This is an optimization exercise on Yosys and OpenROAD, whose aim is small area, not a production implementation.
In this exercise RTL edits were held to simulation tests only and were not proved equivalent to the original.

==> job 824 <==
==> flow/design.v <==
module fifo_latch
    #(parameter W = 46)
    (output logic [W-1:0] data_out,
    output logic loaded,             
    output logic [2:0] fifo_count,   
    output logic fifo_full,
    output logic fifo_half,
    output logic fifo_empty,
    input logic [W-1:0] data_in,
    input logic we,                  
    input logic read_n,
    input logic write_n,             
    input logic clk,
    input logic reset_n);
logic [W-1:0] mem [0:6];
logic [2:0] read_pointer, write_pointer;
logic [3:0] diff;
always_comb begin
    diff = {1'b0, write_pointer} - {1'b0, read_pointer};
    fifo_count = diff[3] ? diff[2:0] + 3'd7 : diff[2:0];
    fifo_full = (fifo_count == 3'd6);
    fifo_half = (fifo_count >= 3'd3);
    fifo_empty = (write_pointer == read_pointer);
end
always_ff @(posedge clk or negedge reset_n)
    if (!reset_n)
        read_pointer <= '0;
    else if (!read_n & !fifo_empty)
        read_pointer <= (read_pointer == 3'd6) ? 3'd0 : read_pointer + 1'b1;
always_ff @(posedge clk or negedge reset_n)
    if (!reset_n)
        write_pointer <= '0;
    else if (!write_n & !fifo_full)
        write_pointer <= (write_pointer == 3'd6) ? 3'd0 : write_pointer + 1'b1;
always_ff @(posedge clk)
    if (we)
        mem[write_pointer] <= data_in;
logic [6:0] rsel;
logic [W-1:0] data_next;
always_comb begin
    for (int i = 0; i < 7; i++)
        rsel[i] = !read_n && (read_pointer == 3'(i));
    data_next = read_n ? data_out : '0;
    for (int i = 0; i < 7; i++)
        data_next = data_next | (mem[i] & {W{rsel[i]}});
end
always_ff @(negedge clk or negedge reset_n)
    if (!reset_n) begin
        data_out <= '0;
        loaded <= 1'b0;
    end else begin
        data_out <= data_next;
        if (!read_n)
            loaded <= 1'b1;
    end
endmodule  
module channel_ctrl
    #(parameter integer WIDTH = 64,
    parameter integer MAIN_FIFO_BITS = 12,
    parameter integer LOCAL_FIFO_DEPTH = 8)
    (output logic [WIDTH-2:0] channel_event,
    output logic [9:0] adc_word,
    output logic fifo_empty,
    output logic triggered_natural,
    output logic csa_reset,
    output logic sample,
    output logic clk_out,
    input logic channel_enabled,
    input logic hit,
    input logic [9:0] dout,
    input logic done,
    input logic [7:0] chip_id,
    input logic [5:0] channel_id,
    input logic [7:0] adc_burst,
    input logic [7:0] adc_hold_delay,
    input logic [31:0] timestamp_32b,
    input logic unsigned [7:0] reset_length,
    input logic enable_dynamic_reset,
    input logic cds_mode,
    input logic mark_first_packet,
    input logic read_local_fifo_n,
    input logic external_trigger,
    input logic cross_trigger,
    input logic periodic_trigger,
    input logic periodic_reset,
    input logic enable_min_delta_adc,
    input logic threshold_polarity,
    input logic [9:0] dynamic_reset_threshold,
    input logic [9:0] digital_threshold,
    input logic [7:0] min_delta_adc,
    input logic fifo_full,
    input logic fifo_half,
    input logic enable_local_fifo_diagnostics,
    input logic channel_mask,
    input logic external_trigger_mask,
    input logic cross_trigger_mask,
    input logic periodic_trigger_mask,
    input logic enable_periodic_trigger_veto,
    input logic enable_hit_veto,
    input logic clk,
    input logic reset_n);
localparam logic [3:0] IDLE = 4'h0,
            SAMPLE = 4'h1,
            GET_RESET_SAMPLE = 4'h2,
            RESET_CSA = 4'h3,
            CONVERT = 4'h4,
            SAR_DONE = 4'h5,
            SAVE_RESET_SAMPLE = 4'h6,
            REQUEST_READOUT = 4'h7,
            TRANSFER_RESET_SAMPLE = 4'h8,
            WAIT_STATE = 4'h9,
            TRANSFER_ADC_CODE = 4'ha;
logic [3:0] State, Next;
function automatic less8;
    input [7:0] a;
    input [7:0] b;
    integer i;
    begin
        less8 = 1'b0;
        for (i = 0; i < 8; i = i + 1)
            less8 = (a[i] ^ b[i]) ? b[i] : less8;
    end
endfunction
function automatic less10;
    input [9:0] a;
    input [9:0] b;
    integer i;
    begin
        less10 = 1'b0;
        for (i = 0; i < 10; i = i + 1)
            less10 = (a[i] ^ b[i]) ? b[i] : less10;
    end
endfunction
logic triggered_external, triggered_cross, triggered_periodic, triggered_channel;
logic [1:0] trigger_type, trigger_type_latched;
logic [7:0] sample_counter;
logic [27:0] ts_latched;
logic [7:0] adc_burst_counter, burst_next;
logic burst_lt, burst_zero;
logic [7:0] reset_counter;
logic [8:0] rst_diff;
logic rst_ge0, rst_ge2, rst_more;
logic [9:0] delta_adc;
logic rr_repeat, rr_polarity, delta_small, past_threshold;
logic [9:0] previous_adc_word;
logic first_conversion, periodic_reset_triggered, csa_reset_triggered;
logic csa_reset_flag, last_call, final_conversion, have_reset_sample;
logic write_local_fifo_n;
logic [2:0] local_fifo_count;
logic local_fifo_full, local_fifo_half, loaded;
logic [45:0] q_event, event_in;
logic [8:0] ev_live, ev_held;
logic is_reset_event, we_event;
always_comb clk_out = 1'b0;
always_comb begin
    triggered_natural = hit & ~channel_mask;
    triggered_external = external_trigger & ~external_trigger_mask;
    triggered_cross = cross_trigger & ~cross_trigger_mask;
    triggered_periodic = periodic_trigger & ~periodic_trigger_mask
        & ~(hit & enable_periodic_trigger_veto) & (State == IDLE);
    triggered_channel = triggered_natural | triggered_external
        | triggered_cross | triggered_periodic;
    case ({triggered_natural,triggered_external,
            triggered_cross,triggered_periodic})
        4'b0100: trigger_type = 2'b01;
        4'b0010: trigger_type = 2'b10;
        4'b0001: trigger_type = 2'b11;
        default: trigger_type = 2'b00;
    endcase
end
always_comb begin
    burst_next = adc_burst_counter + 8'd1;
    burst_lt = less8(adc_burst_counter, adc_burst);
    burst_zero = adc_burst_counter == 8'h00;
end
always_comb csa_reset = csa_reset_triggered | csa_reset_flag | periodic_reset_triggered;
always_comb begin
    rst_diff = {1'b0, reset_length} - {1'b0, reset_counter};
    rst_ge0 = ~rst_diff[8];                           
    rst_ge2 = ~rst_diff[8] & (rst_diff[7:1] != 7'd0);  
    rst_more = (reset_length[7:1] != 7'd0)             
        ? (~rst_diff[8] & (rst_diff[7:0] > 8'd2))
        : (reset_counter < {7'h7f, reset_length[0]});
end
always_ff @(posedge clk or negedge reset_n) begin
    if (!reset_n) begin
        csa_reset_flag <= 1'b0;
        reset_counter <= 8'h00;
    end else begin
        if (csa_reset_triggered) begin
            if (rst_ge2)
                csa_reset_flag <= 1'b1;
            reset_counter <= 8'h00;
        end else if (csa_reset_flag) begin
            if (rst_more)
                reset_counter <= reset_counter + 1'b1;
            else begin
                reset_counter <= 8'h00;
                csa_reset_flag <= 1'b0;
            end
        end else
            reset_counter <= 8'h00;
    end
end
always_ff @(posedge clk or negedge reset_n)
    if (!reset_n)
        State <= IDLE;
    else
        State <= Next;
always_comb begin
    case (State)
        IDLE:   if (channel_enabled & triggered_channel) Next = SAMPLE;
                else if (channel_enabled && cds_mode && !have_reset_sample
                        && burst_zero) Next = GET_RESET_SAMPLE;
                else Next = IDLE;
        SAMPLE: if (trigger_type_latched != 2'b00) Next = RESET_CSA;
                else if (less8(sample_counter, adc_hold_delay)) Next = SAMPLE;
                else if (burst_lt) Next = RESET_CSA;
                else if (enable_hit_veto & !hit) Next = IDLE;
                else Next = RESET_CSA;
        GET_RESET_SAMPLE: if (less8(sample_counter, adc_hold_delay)
                            && burst_lt) Next = GET_RESET_SAMPLE;
                else Next = CONVERT;
        RESET_CSA: Next = CONVERT;
        CONVERT: if (done) Next = SAR_DONE;
                else Next = CONVERT;
        SAR_DONE: if (cds_mode && !have_reset_sample && burst_zero)
                    Next = SAVE_RESET_SAMPLE;
                else Next = REQUEST_READOUT;
        SAVE_RESET_SAMPLE: Next = IDLE;
        REQUEST_READOUT: if (!local_fifo_full) begin
                    if (have_reset_sample) Next = TRANSFER_RESET_SAMPLE;
                    else Next = TRANSFER_ADC_CODE;
                end else Next = REQUEST_READOUT;
        TRANSFER_RESET_SAMPLE: Next = WAIT_STATE;
        WAIT_STATE: if (sample_counter[2]) Next = TRANSFER_ADC_CODE;
                else Next = WAIT_STATE;
        TRANSFER_ADC_CODE: if (!burst_lt || final_conversion) Next = IDLE;
                else Next = SAMPLE;
        default: Next = IDLE;
    endcase
end
always_ff @(posedge clk)
    if (Next == REQUEST_READOUT) begin
        rr_repeat <= (State == REQUEST_READOUT);
        rr_polarity <= threshold_polarity;
    end
always_comb begin
    delta_adc = (adc_word + ~previous_adc_word + {9'b0, rr_polarity})
                ^ {10{~rr_polarity}};
    past_threshold = threshold_polarity ? !less10(adc_word, dynamic_reset_threshold)
                                        : !less10(dynamic_reset_threshold, adc_word);
    delta_small = rr_repeat ? (min_delta_adc != 8'h00)
                            : less10(delta_adc, {2'b00, min_delta_adc});
end
always_ff @(posedge clk)
    if (Next == GET_RESET_SAMPLE)
        ts_latched <= timestamp_32b[27:0];
    else if (Next == RESET_CSA)
        ts_latched <= {mark_first_packet ? first_conversion : timestamp_32b[27],
                       timestamp_32b[26:0]};
always_ff @(posedge clk)
    if (Next == REQUEST_READOUT)
        ev_held <= ev_live;
always_ff @(posedge clk or negedge reset_n) begin
    if (!reset_n) begin
        csa_reset_triggered <= 1'b1;
        periodic_reset_triggered <= 1'b0;
        sample <= 1'b1;
        adc_word <= 10'b0;
        sample_counter <= 8'b0;
        adc_burst_counter <= 8'b0;
        trigger_type_latched <= 2'b0;
        write_local_fifo_n <= 1'b1;
        previous_adc_word <= 10'b0;
        first_conversion <= 1'b1;
        final_conversion <= 1'b0;
        last_call <= 1'b0;
        have_reset_sample <= 1'b0;
    end else begin
        csa_reset_triggered <= 1'b0;
        periodic_reset_triggered <= 1'b0;
        sample <= 1'b0;
        write_local_fifo_n <= 1'b1;
        case (Next)
            IDLE: begin
                sample <= 1'b1;
                adc_burst_counter <= 8'b0;
                trigger_type_latched <= 2'b0;
                adc_word <= 10'b0;
                first_conversion <= 1'b1;
                final_conversion <= 1'b0;
                previous_adc_word <= 10'b0;
                last_call <= 1'b0;
                if (periodic_reset)
                    periodic_reset_triggered <= 1'b1;
            end
            SAMPLE: begin
                adc_word <= 10'b0;
                sample_counter <= sample_counter + 1'b1;
                if (!burst_lt)
                    trigger_type_latched <= trigger_type;
                sample <= 1'b1;
                if (last_call)
                    final_conversion <= 1'b1;
            end
            GET_RESET_SAMPLE: begin
                adc_word <= 10'b0;
                sample_counter <= sample_counter + 1'b1;
            end
            RESET_CSA: begin
                if ((rst_ge0
                        && first_conversion && (adc_burst == 8'h00)
                        && !enable_dynamic_reset && !enable_min_delta_adc)
                    || (burst_next == adc_burst)
                    || final_conversion)
                    csa_reset_triggered <= 1'b1;
            end
            CONVERT: begin
                first_conversion <= 1'b0;
                last_call <= 1'b0;
                sample_counter <= 8'b0;
            end
            SAR_DONE: begin
                adc_word <= dout;
                sample <= 1'b1;
            end
            SAVE_RESET_SAMPLE: begin
                have_reset_sample <= 1'b1;
                sample <= 1'b1;
            end
            REQUEST_READOUT: begin
                sample <= 1'b1;
            end
            TRANSFER_RESET_SAMPLE: begin
                write_local_fifo_n <= 1'b0;
                sample <= 1'b1;
            end
            WAIT_STATE: begin
                have_reset_sample <= 1'b0;
                sample_counter <= sample_counter + 1'b1;
                sample <= 1'b1;
            end
            TRANSFER_ADC_CODE: begin
                sample_counter <= 8'b0;
                previous_adc_word <= adc_word;
                adc_burst_counter <= burst_next;
                if (!less10(adc_word, digital_threshold))
                    write_local_fifo_n <= 1'b0;
                sample <= 1'b1;
                if (final_conversion)
                    last_call <= 1'b0;
                else if (enable_dynamic_reset && past_threshold)
                    last_call <= 1'b1;
                else if (enable_min_delta_adc && delta_small)
                    last_call <= 1'b1;
            end
            default: ;
        endcase
    end
end
always_comb begin
    is_reset_event = (Next == SAVE_RESET_SAMPLE);
    we_event = is_reset_event | (State == TRANSFER_ADC_CODE);
    ev_live[3:0] = enable_local_fifo_diagnostics ? {1'b0, local_fifo_count + 3'd1}
                                                 : ts_latched[27:24];
    ev_live[4] = cds_mode;
    ev_live[6:5] = {fifo_full, fifo_half};
    ev_live[8:7] = {local_fifo_full, local_fifo_half};
    event_in[23:0] = ts_latched[23:0];
    if (is_reset_event) begin
        event_in[27:24] = ev_live[3:0];
        event_in[29:28] = 2'b11;
        event_in[43:42] = ev_live[6:5];
        event_in[45:44] = ev_live[8:7];
    end else begin
        event_in[27:24] = ev_held[3:0];
        event_in[29:28] = {ev_held[4], 1'b0};
        event_in[43:42] = ev_held[6:5];
        event_in[45:44] = ev_held[8:7];
    end
    event_in[39:30] = adc_word;
    event_in[41:40] = trigger_type_latched;
end
fifo_latch fifo_inst (
    .data_out   (q_event),
    .loaded     (loaded),
    .fifo_count (local_fifo_count),
    .fifo_full  (local_fifo_full),
    .fifo_half  (local_fifo_half),
    .fifo_empty (fifo_empty),
    .data_in    (event_in),
    .we         (we_event),
    .read_n     (read_local_fifo_n),
    .write_n    (write_local_fifo_n),
    .clk        (clk),
    .reset_n    (reset_n));
always_comb begin
    channel_event[1:0] = {1'b0, loaded};
    channel_event[9:2] = loaded ? chip_id : 8'h00;
    channel_event[15:10] = loaded ? channel_id : 6'h00;
    channel_event[61:16] = q_event;
    channel_event[62] = loaded;
end
endmodule
==> flow/flow/run.sh <==
#!/bin/bash
# Standard layout (the standard.sh), with the port buffers made from the
# smallest buffer cell and a clock tree of smaller buffers.
export BUFFER_PORTS_ARGS="-buffer_cell sky130_fd_sc_hd__buf_1"
export CTS_ARGS="-sink_clustering_enable -repair_clock_nets -dont_use_dummy_load -buf_list {sky130_fd_sc_hd__clkbuf_8} -root_buf sky130_fd_sc_hd__clkbuf_8 -sink_clustering_size 18 -sink_clustering_max_diameter 50"
bash standard.sh > standard.log 2>&1
==> flow/standard.sh <==
#!/bin/bash
# synth_recipe.tcl (not shown) runs the flow's synth.tcl, then flattens the netlist and writes it again
# the make line also repeats each setting of config.mk as NAME=value (left out here)
make -C /OpenROAD-flow-scripts/flow DESIGN_CONFIG=/design/flow/config.mk WORK_HOME=/design/flow/orfs CLKGATE_MAP_FILE= SYNTH_SCRIPT=/design/flow/synth_recipe.tcl "${@:-finish}"
==> flow/config.mk <==
export PLATFORM = sky130hd
export DESIGN_NAME = channel_ctrl
export DESIGN_NICKNAME = channel_ctrl
export VERILOG_FILES = /design/flow/design.v
export SDC_FILE = /design/flow/constraint.sdc
export NUM_CORES = 4
export LEC_CHECK = 0
export CAP_MARGIN = 20
export CORE_MARGIN = 2
export CORE_UTILIZATION = 40
export SLEW_MARGIN = 20
==> flow/constraint.sdc <==
create_clock -name core_clock -period 10.0 [get_ports {clk}]
set_input_delay 2.0000 -clock core_clock [delete_from_list [all_inputs] [get_ports {clk}]]
set_output_delay 2.0000 -clock core_clock [all_outputs]
set_load 0.01 [all_outputs]
==> job 1271: changes against job 824 <==
==> flow/flow/run.sh (replaced) <==
#!/bin/bash
# Standard layout (the standard.sh), with the port buffers made from the
# smallest buffer cell and a clock tree of smaller buffers.
export BUFFER_PORTS_ARGS="-buffer_cell sky130_fd_sc_hd__buf_1"
export CTS_ARGS="-sink_clustering_enable -repair_clock_nets -dont_use_dummy_load -buf_list {sky130_fd_sc_hd__clkbuf_8} -root_buf sky130_fd_sc_hd__clkbuf_8 -sink_clustering_size 20 -sink_clustering_max_diameter 50"
export RECOVER_POWER=100
bash standard.sh > standard.log 2>&1
Settings changed: CORE_UTILIZATION 40 to 55, PLACE_DENSITY set to 0.75.
==> job 2580: changes against job 824 <==
==> flow/flow/run.sh (replaced) <==
#!/bin/bash
# Standard layout (the standard.sh), with the port buffers made from the
# smallest buffer cell and a clock tree of smaller buffers.
export BUFFER_PORTS_ARGS="-buffer_cell sky130_fd_sc_hd__buf_1"
export CTS_ARGS="-sink_clustering_enable -repair_clock_nets -dont_use_dummy_load -buf_list {sky130_fd_sc_hd__clkbuf_8} -root_buf sky130_fd_sc_hd__clkbuf_8 -sink_clustering_size 20 -sink_clustering_max_diameter 50"
export RECOVER_POWER=100
bash standard.sh > standard.log 2>&1
==> summary.md <==
| Metric | Value |
|---|---|
| Final slew viol count | `242` |
| Setup crit start | `read_local_fifo_n` |
| Final-layout clock buffer total | `41` |
| Met1 WL | `18.4 mm` |
| Max Cap Viol | `10` |
| Hold_sp | `previous_adc_word[3]` |
| DR WL met3 | `3.99 mm` |
| Violated Checks | `capacitance limit, slew limit` |
| Critical R2R Capture | `fifo_inst.mem[4][36]` |
| Status | `finished with violations` |
| Number of global-route vias before repair | `12,295` |
The numbers above come from job 1271.

==> summary.md <==
| Metric | Value |
|---|---|
| Status | `timing/DRC/antenna clean` |
| Finished Cell Area | `21,600 sq um` |
| Data arrival, critical path | `6.50 ns` |
| Final-layout clock buffer total | `45` |
| Setup crit start | `fifo_inst.loaded` |
| Met1 WL | `21.5 mm` |
| Critical R2R Capture | `fifo_inst.data_out[36]` |
| Hold_sp | `previous_adc_word[7]` |
| Setup bufs post-CTS | `0` |
| Final slew viol count | `0` |
| Number of global-route vias before repair | `12,163` |
The numbers above come from job 824.

==> summary.md <==
| Metric | Value |
|---|---|
| Status | `finished with violations` |
| Final slew viol count | `293` |
| Max Cap Viol | `11` |
| DR WL met3 | `2.95 mm` |
| Violated Checks | `capacitance limit, slew limit` |
The numbers above come from job 2580.

